This design comes from an exercise in tuning for a short achievable clock period on the open sky130 flow, not from production work.
Power is estimated from default activity; no workload was simulated.

==> module new_component, before the edit <==
module new_component (
		input  wire [7:0]  	s0_address,     
		input  wire        	s0_read,        
		output reg  [31:0] 	s0_readdata,    
		input  wire        	s0_write,       
		input  wire [31:0] 	s0_writedata,   
		input  wire        	clk,          	 
		input  wire        	reset,			 
		output wire	[7:0]		led				 
	);
	reg [31:0] count;
	reg [31:0] duty;
	reg [31:0] period;
	reg        wrap;	 
	reg [31:0] pm1;		 
	reg        pz;		 
	reg  [2:0] ones;	 
	reg  [7:0] le;		 
	reg        ceq;		 
	reg [31:0] dm1;		 
	reg        dz;		 
	wire [31:0] wd  = s0_writedata;
	wire        hi0 = s0_address[7:2] == 6'd0;
	wire        wr0 = s0_write && hi0 && s0_address[1:0] == 2'd0;
	wire        wr1 = s0_write && hi0 && s0_address[1:0] == 2'd1;
	wire        wr2 = s0_write && hi0 && s0_address[1:0] == 2'd2;
	function [2:0] cmp;
		input [31:0] a;
		input [31:0] b;
		reg   [31:0] g;
		reg   [31:0] l;
		reg   [31:0] m;
		reg   [31:0] o;
		integer      w;
		integer      i;
		begin
			g = a & ~b;
			l = ~a & b;
			m = l;
			o = g;
			for (w = 16; w >= 1; w = w / 2)
				for (i = 0; i < w; i = i + 1)
				begin
					m[i] = (~g[2*i+1] & ~l[2*i+1] & m[2*i]) | (m[2*i+1] & o[2*i]);
					o[i] = o[2*i+1] & o[2*i];
					g[i] = g[2*i+1] | (~l[2*i+1] & g[2*i]);
					l[i] = l[2*i+1] | (~g[2*i+1] & l[2*i]);
				end
			cmp = {g[0], l[0], m[0]};
		end
	endfunction
	wire [2:0] c_wp = cmp(wd, period);
	wire [2:0] c_dw = cmp(duty, wd);
	wire [2:0] c_cw = cmp(count, wd);
	wire wd_lt_p  = c_wp[1];	 
	wire d_lt_wd  = c_dw[1];	 
	wire c_lt_wd  = c_cw[1];	 
	wire c1_eq_wd = c_cw[0];	 
	wire c1_eq_p  = count == pm1;	 
	wire wd_zero  = wd == 32'd0;
	wire p_zero   = pz;
	wire wd_eq_d  = ~c_dw[2] & ~c_dw[1];	 
	wire c1_eq_d  = count == dm1;	 
	wire [3:0]  cin = {&ones[2:0], &ones[1:0], ones[0], 1'b1};
	reg  [31:0] inc;
	reg  [3:0]  inc_ones;	 
	integer     k;
	always @*
	begin
		for (k = 0; k < 4; k = k + 1)
		begin
			inc[8*k +: 8] = count[8*k +: 8] + {7'd0, cin[k]};
			inc_ones[k]   = cin[k] ? (count[8*k +: 8] == 8'hfe) : (count[8*k +: 8] == 8'hff);
		end
	end
	always @(posedge clk)
	begin
		case(s0_address)
			8'h00   : s0_readdata <= period;
			8'h01   : s0_readdata <= duty;
			8'h02   : s0_readdata <= count;
			default : s0_readdata <= 0;
		endcase
	end
	always @(posedge clk)
	begin
		if(reset)
		begin
			duty   <= 0;
			period <= 0;
			pm1    <= 32'hffffffff;
			pz     <= 1'b1;
			dm1    <= 32'hffffffff;
			dz     <= 1'b1;
		end
		else
		begin
			if(wr0)
			begin
				period <= wd;
				pm1    <= wd - 32'd1;
				pz     <= wd_zero;
			end
			if(wr1)
			begin
				duty   <= wd;
				dm1    <= wd - 32'd1;
				dz     <= wd_zero;
			end
		end
	end
	always @(posedge clk)
	begin
		if(reset)
		begin
			count <= 0;
			ones  <= 3'b000;
			wrap  <= 1'b1;
			le    <= 8'hff;
			ceq   <= 1'b1;
		end
		else
		begin
			if(wr2)
			begin
				count <= wd;
				ones  <= {wd[23:16] == 8'hff, wd[15:8] == 8'hff, wd[7:0] == 8'hff};
			end
			else if(wrap)
			begin
				count <= 0;
				ones  <= 3'b000;
			end
			else
			begin
				count <= inc;
				ones  <= inc_ones[2:0];
			end
			if(wr2)
				wrap <= ~wd_lt_p;
			else if(wr0)
				wrap <= wrap ? wd_zero : (~c_lt_wd | c1_eq_wd);
			else
				wrap <= wrap ? p_zero : c1_eq_p;
			if(wr2)
				le <= {8{~d_lt_wd}};
			else if(wr1)
				le <= {8{wrap | c_lt_wd}};
			else
				le <= {8{wrap}} | (le & {8{~ceq}});
			if(wr2)
				ceq <= wd_eq_d;
			else if(wr1)
				ceq <= wrap ? wd_zero : c1_eq_wd;
			else
				ceq <= wrap ? dz : c1_eq_d;
		end
	end
	assign led = le;
endmodule
==> flow/config.mk <==
export PLATFORM = sky130hd
export DESIGN_NAME = new_component
export DESIGN_NICKNAME = new_component
export VERILOG_FILES = /design/flow/design.v
export SDC_FILE = /design/flow/constraint.sdc
export NUM_CORES = 4
export LEC_CHECK = 0
export CAP_MARGIN = 20
export CORE_MARGIN = 2
export CORE_UTILIZATION = 40
export SETUP_SLACK_MARGIN = 1.6
export SLEW_MARGIN = 20
export TNS_END_PERCENT = 10
==> flow/constraint.sdc <==
create_clock -name core_clock -period 3.2 [get_ports {clk}]
set_input_delay 0.6400 -clock core_clock [delete_from_list [all_inputs] [get_ports {clk}]]
set_output_delay 0.6400 -clock core_clock [all_outputs]
set_load 0.01 [all_outputs]
standard.sh (not shown) runs the stock make flow with config.mk's settings and CLKGATE_MAP_FILE= SYNTH_SCRIPT=/design/flow/synth_recipe.tcl, a recipe that flattens the netlist after the stock synthesis.
==> flow/flow/run.sh <==
#!/bin/bash
# Own flow: the standard layout (standard.sh), with
#  - the synthesis script swapped for flow/my_synth.tcl (standard synthesis, but no adder
#    extraction and a delay-oriented ABC mapping script, flow/abc.script);
#  - ports buffered with buf_4 instead of the smallest buffer, and repair allowed to change a
#    cell's footprint when it resizes.
set -euo pipefail
W=$PWD
export FLOW_SYNTH_TCL=$W/synth_recipe.tcl
export ABC_SCRIPT_OVERRIDE=$W/flow/abc.script
sed "s|SYNTH_SCRIPT=[^ ]*|SYNTH_SCRIPT=$W/flow/my_synth.tcl|" standard.sh > my_standard.sh
grep -q "SYNTH_SCRIPT=$W/flow/my_synth.tcl" my_standard.sh
bash my_standard.sh "BUFFER_PORTS_ARGS=-buffer_cell sky130_fd_sc_hd__buf_4" MATCH_CELL_FOOTPRINT=0 finish > $W/make_finish.log 2>&1
==> flow/flow/abc.script <==
strash
dch
map
buffer -c
topo
stime -c
upsize -c
dnsize -c
==> flow/flow/my_synth.tcl <==
# The standard synthesis (synth_recipe.tcl), with two changes to the mapping of the logic
# between the registers: Yosys's adder extraction is skipped, so ABC sees every gate, and the
# final ABC run uses the script in ABC_SCRIPT_OVERRIDE. Registers are mapped as in the
# standard synthesis.
proc extract_fa {args} { puts "extract_fa skipped" }
proc abc {args} {
  set i [lsearch -exact $args -script]
  if { $i >= 0 } { lset args [expr { $i + 1 }] $::env(ABC_SCRIPT_OVERRIDE) }
  yosys abc {*}$args
}
source $::env(FLOW_SYNTH_TCL)
Then changed:
--- a/flow/design.v
+++ b/flow/design.v
@@ -18,7 +18,4 @@
 	reg  [2:0] ones;	 
 	reg  [7:0] le;		 
-	reg        ceq;		 
-	reg [31:0] dm1;		 
-	reg        dz;		 
 	wire [31:0] wd  = s0_writedata;
 	wire        hi0 = s0_address[7:2] == 6'd0;
@@ -61,6 +58,5 @@
 	wire wd_zero  = wd == 32'd0;
 	wire p_zero   = pz;
-	wire wd_eq_d  = ~c_dw[2] & ~c_dw[1];	 
-	wire c1_eq_d  = count == dm1;	 
+	wire c_ne_d   = count != duty;
 	wire [3:0]  cin = {&ones[2:0], &ones[1:0], ones[0], 1'b1};
 	reg  [31:0] inc;
@@ -92,6 +88,4 @@
 			pm1    <= 32'hffffffff;
 			pz     <= 1'b1;
-			dm1    <= 32'hffffffff;
-			dz     <= 1'b1;
 		end
 		else
@@ -103,10 +97,5 @@
 				pz     <= wd_zero;
 			end
-			if(wr1)
-			begin
-				duty   <= wd;
-				dm1    <= wd - 32'd1;
-				dz     <= wd_zero;
-			end
+			if(wr1) duty   <= wd;
 		end
 	end
@@ -119,5 +108,4 @@
 			wrap  <= 1'b1;
 			le    <= 8'hff;
-			ceq   <= 1'b1;
 		end
 		else
@@ -149,11 +137,5 @@
 				le <= {8{wrap | c_lt_wd}};
 			else
-				le <= {8{wrap}} | (le & {8{~ceq}});
-			if(wr2)
-				ceq <= wd_eq_d;
-			else if(wr1)
-				ceq <= wrap ? wd_zero : c1_eq_wd;
-			else
-				ceq <= wrap ? dz : c1_eq_d;
+				le <= {8{wrap}} | (le & {8{c_ne_d}});
 		end
 	end
What happened:
- design area decreases by 8.8%
- die area is lower by 10%
- via count falls by 5.0%
- synthesized cell count drops by 8.9%
- maximum frequency is lower by 2.1%
- routed wire length stays flat
- total power goes down by 19%
- worst hold slack gains 0.084 ns
- worst setup slack got worse by 0.045 ns
- clock power shrinks by 22%
Function was not checked in any run of this note: the RTL went through the layout flow alone.

static timing again, ports no longer ideal:
The flow's constraints put no driver on any port. The routed layouts listed below were extracted and timed again, unchanged, in two steps.
Step 1, drivers: a clkbuf_16 drives clk and a buf_2 each remaining input, both assumed.
Step 2 times the ports against the registers' clock, not the clock port: input delays grow and output delays shrink by t, the midpoint of the rising clock arrivals with the driver on.
a / b / c = ideal ports / drivers / drivers and shift; a / b = the first two.
run | t, ns | setup slack, ns | worst setup path after step 2
the first run | 0.585 | 1.102 / 1.102 / 0.593 | input to register
the second run | 0.485 | 1.057 / 1.085 / 0.600 | input to register
After both steps every run listed still meets setup and hold. For the first run, which loses most, drivers alone change the setup slack by 0.000 ns; drivers and shift together by -0.509 ns.
